Source: an optimization exercise on an open RTL-to-GDS flow (aim: a short achievable clock period and few clock cycles). Production flows keep margins and buffers that such runs may drop. RTL that was checked went through simulation tests only; none was proved equivalent to the original. No activity file was given, so power comes from the tool's default toggle rates.

TR:
## arm_core
module arm_core (
    input  wire        clk,
    input  wire        rst,
    output wire [63:0] imem_addr,
    input  wire [31:0] imem_rdata,
    output wire [63:0] dmem_addr,
    output wire [63:0] dmem_wdata,
    output wire        dmem_we,
    input  wire [63:0] dmem_rdata
);
Size: about 17,000 cells after synthesis, ~3,800 flip-flops, ~290 I/O pins, about 200,000 um2 of cells after synthesis.
export LEC_CHECK = 0
export ABC_CLOCK_PERIOD_IN_PS = 3000
export CAP_MARGIN = 20
export CORE_MARGIN = 2
export CORE_UTILIZATION = 40
export SLEW_MARGIN = 20
create_clock -name core_clock -period 18.0 [get_ports {clk}]
standard.sh (not shown) runs the stock make flow with config.mk's settings and CLKGATE_MAP_FILE= SYNTH_SCRIPT=/design/flow/synth_recipe.tcl, a recipe that flattens the netlist after the stock synthesis.
==> flow/flow/run.sh <==
#!/bin/bash
# Standard ORFS layout, with two changes:
# * timing repair aims for a large setup slack, so that the design is
#   optimised well below the design's period (the SDC is unchanged);
# * synthesis leaves adders to ABC instead of mapping them to full- and
#   half-adder cells (ADDER_MAP_FILE empty); registers are unaffected.
set -euo pipefail
MARGIN=${MARGIN:-13.3}
bash standard.sh SETUP_SLACK_MARGIN=$MARGIN ADDER_MAP_FILE= finish > make_finish.log 2>&1
The final layout from TR, which completed every stage, passed the timing, design-rule and antenna checks at the end of the flow.
Testbench counts of TR, summed over its fixed seeds: cycles 46,001.
Here is what was changed in the inputs of PW compared with TR.
-- flow/design.v --
<<< TR, line 137
endmodule 
module ksadd #(parameter N = 64) (input [N-1:0] a, input [N-1:0] b, input cin, output [N-1:0] s);
    localparam L = (N <= 2) ? 1 : (N <= 4) ? 2 : (N <= 8) ? 3 : (N <= 16) ? 4 : (N <= 32) ? 5 : (N <= 64) ? 6 : 7;
    wire [N-1:0] p0 = a ^ b;
    wire [N-1:0] g [0:L];
>>> PW, line 137
endmodule 
module ksadd #(parameter N = 64) (input [N-1:0] a, input [N-1:0] b, input cin, output [N-1:0] s);
    localparam L = $clog2(N);
    wire [N-1:0] p0 = a ^ b;
    wire [N-1:0] g [0:L];
<<< TR, line 214
reg  [63:0] aE, bE, sE;
reg         weM, ldM;
reg         lateM;
reg  [1:0]  fnM;
reg  [63:0] aM, bM;
>>> PW, line 214
reg  [63:0] aE, bE, sE;
reg         weM, ldM;
reg         lateM, lAM, lBM;
reg  [1:0]  fnM;
reg  [63:0] aM, bM;
<<< TR, line 225
reg  [63:0] dataW;
reg         zWi, ldW;          
reg  [32*64-1:0] rf;         
reg  [31:0] zf;
reg  [31:0] bv;
reg  [32*26-1:0] btb;
reg         bu_set, bu_clr;
reg  [4:0]  bu_idx;
>>> PW, line 225
reg  [63:0] dataW;
reg         zWi, ldW;          
reg  [63:0] rf [0:31];
reg  [31:0] zf;
reg  [31:0] bv;
reg  [11:7] btag [0:31];
reg  [20:2] btlo [0:31];    
reg  [1:0]  bsel [0:31];    
reg         bu_set, bu_clr;
reg  [4:0]  bu_idx;
<<< TR, line 240
wire [63:2] pc4F = pcF + 62'd1;
wire [4:0]  biF  = pcF[6:2];
wire [25:0]  bentF = btb[biF*26 +: 26];
wire        hitF = bv[biF] & (bentF[25:21] == pcF[11:7]);
wire [20:2]  tloF = bentF[20:2];
wire [1:0]   selF = bentF[1:0];
wire [63:21] phF = pcF[63:21];
wire [63:21] phIncF = phF + 43'd1;
>>> PW, line 242
wire [63:2] pc4F = pcF + 62'd1;
wire [4:0]  biF  = pcF[6:2];
wire        hitF = bv[biF] & (btag[biF] == pcF[11:7]);
wire [20:2]  tloF = btlo[biF];
wire [1:0]   selF = bsel[biF];
wire [63:21] phF = pcF[63:21];
wire [63:21] phIncF = phF + 43'd1;
<<< TR, line 263
wire zOrr = ((aE | bE) == 64'd0);
wire zE   = fnE[1] ? (fnE[0] ? zOrr : zAnd) : (fnE[0] ? zSub : zAdd);
wire [63:0] laA  = aM;
wire [63:0] laB  = bM;
wire [63:0] laBs = fnM[0] ? ~laB : laB;
wire [63:0] sumL;
>>> PW, line 264
wire zOrr = ((aE | bE) == 64'd0);
wire zE   = fnE[1] ? (fnE[0] ? zOrr : zAnd) : (fnE[0] ? zSub : zAdd);
wire [63:0] laA  = lAM ? dataW : aM;
wire [63:0] laB  = lBM ? dataW : bM;
wire [63:0] laBs = fnM[0] ? ~laB : laB;
wire [63:0] sumL;
<<< TR, line 295
wire        mA = wM & rdM == rn;
wire        mB = wM & rdM == rb;
wire [63:0] erlA = (mA & ~ldM) ? intM : (wW & rdW == rn) ? dataW : rf[rn*64 +: 64];
wire [63:0] erlB = (mB & ~ldM) ? intM : (wW & rdW == rb) ? dataW : rf[rb*64 +: 64];
wire [63:0] immD = {{55{irD[20]}}, irD[20:12]};
wire [63:0] valA = eA ? resE : (mA & ldM) ? dmem_rdata : erlA;
>>> PW, line 296
wire        mA = wM & rdM == rn;
wire        mB = wM & rdM == rb;
wire [63:0] erlA = (mA & ~ldM) ? intM : (wW & rdW == rn) ? dataW : rf[rn];
wire [63:0] erlB = (mB & ~ldM) ? intM : (wW & rdW == rb) ? dataW : rf[rb];
wire [63:0] immD = {{55{irD[20]}}, irD[20:12]};
wire [63:0] valA = eA ? resE : (mA & ldM) ? dmem_rdata : erlA;
<<< TR, line 319
wire redirect  = vDe & ~stallD & (takenD != predD);
wire [63:2] redirPC = takenD ? tgtD : pc4D;
integer i;
always @(posedge clk) begin
    if (rst)            pcF <= 62'd0;
>>> PW, line 320
wire redirect  = vDe & ~stallD & (takenD != predD);
wire [63:2] redirPC = takenD ? tgtD : pc4D;
always @(posedge clk) begin
    if (rst)            pcF <= 62'd0;
<<< TR, line 353
    bu_tlo <= tloD;
    bu_sel <= selD;
    for (i = 0; i < 32; i = i + 1)
        if (rst || (bu_idx == i && (bu_set || bu_clr))) bv[i] <= ~rst & bu_set;
    for (i = 0; i < 32; i = i + 1)
        if (weW && rdW == i) rf[i*64 +: 64] <= dataW;
    for (i = 0; i < 32; i = i + 1)
        if (bu_set && bu_idx == i) btb[i*26 +: 26] <= {bu_tag, bu_tlo, bu_sel};
    vE     <= ~rst & vDe & ~stallD & (aluD | ldD | stD);
    lateE  <= lateD;
>>> PW, line 353
    bu_tlo <= tloD;
    bu_sel <= selD;
    if (rst) bv <= 32'd0;
    else if (bu_set) begin
        bv[bu_idx]   <= 1'b1;
        btag[bu_idx] <= bu_tag;
        btlo[bu_idx] <= bu_tlo;
        bsel[bu_idx] <= bu_sel;
    end else if (bu_clr)
        bv[bu_idx]   <= 1'b0;
    vE     <= ~rst & vDe & ~stallD & (aluD | ldD | stD);
    lateE  <= lateD;
<<< TR, line 377
    if (weE & ~ldE & ~lateE) resM <= resE;
    lateM <= lateE;
    fnM   <= fnE;
    aM    <= lAE ? (ldM ? dmem_rdata : intM) : aE;
    bM    <= lBE ? (ldM ? dmem_rdata : intM) : bE;
    sdM   <= sE;
    zM    <= zE;
>>> PW, line 379
    if (weE & ~ldE & ~lateE) resM <= resE;
    lateM <= lateE;
    lAM   <= lAE;
    lBM   <= lBE;
    fnM   <= fnE;
    aM    <= aE;
    bM    <= bE;
    sdM   <= sE;
    zM    <= zE;
<<< TR, line 389
    ldW   <= ldM;
    if (weW) begin
        zf[rdW] <= zW;
    end
>>> PW, line 393
    ldW   <= ldM;
    if (weW) begin
        rf[rdW] <= dataW;
        zf[rdW] <= zW;
    end
PW reports a higher aggregate global-route resource usage than TR does. The lower die area of PW and TR is in TR. [diff] total power, PW relative to TR: improvement. NOTE: simple-gate share of the synthesized area in PW exceeds that of TR. | arrival time at the worst endpoint | higher: PW |.
The RTL of PW was laid out without a check of its function.

## port drivers added, routing unchanged
No port has a modelled driver above. Below, the same layouts with a new extraction and two added sets of constraints. Step 1 assumes that a clkbuf_16 drives the clock port and a buf_2 every other input. Step 2, shift: input delay + t, output delay - t, t = (earliest + latest rising clock arrival at the registers) / 2. This alone moves slack from input paths to output paths. Slacks: no drivers / after step 1 / after step 2; pairs: no drivers / after step 1.
run	t, ns	slack for setup (ns)	hold slack, ns	worst data-port slew with drivers (ns)
TR	1.119	12.722 / 12.598 / 12.077	0.285 / 0.285 / 0.285	0.14
PW	1.127	12.413 / 12.413 / 11.761	0.324 / 0.324 / 0.324	0.21
After both steps every run listed still meets setup and hold. For PW, which loses most, drivers alone change the setup slack by 0.000 ns; drivers and shift together by -0.652 ns.
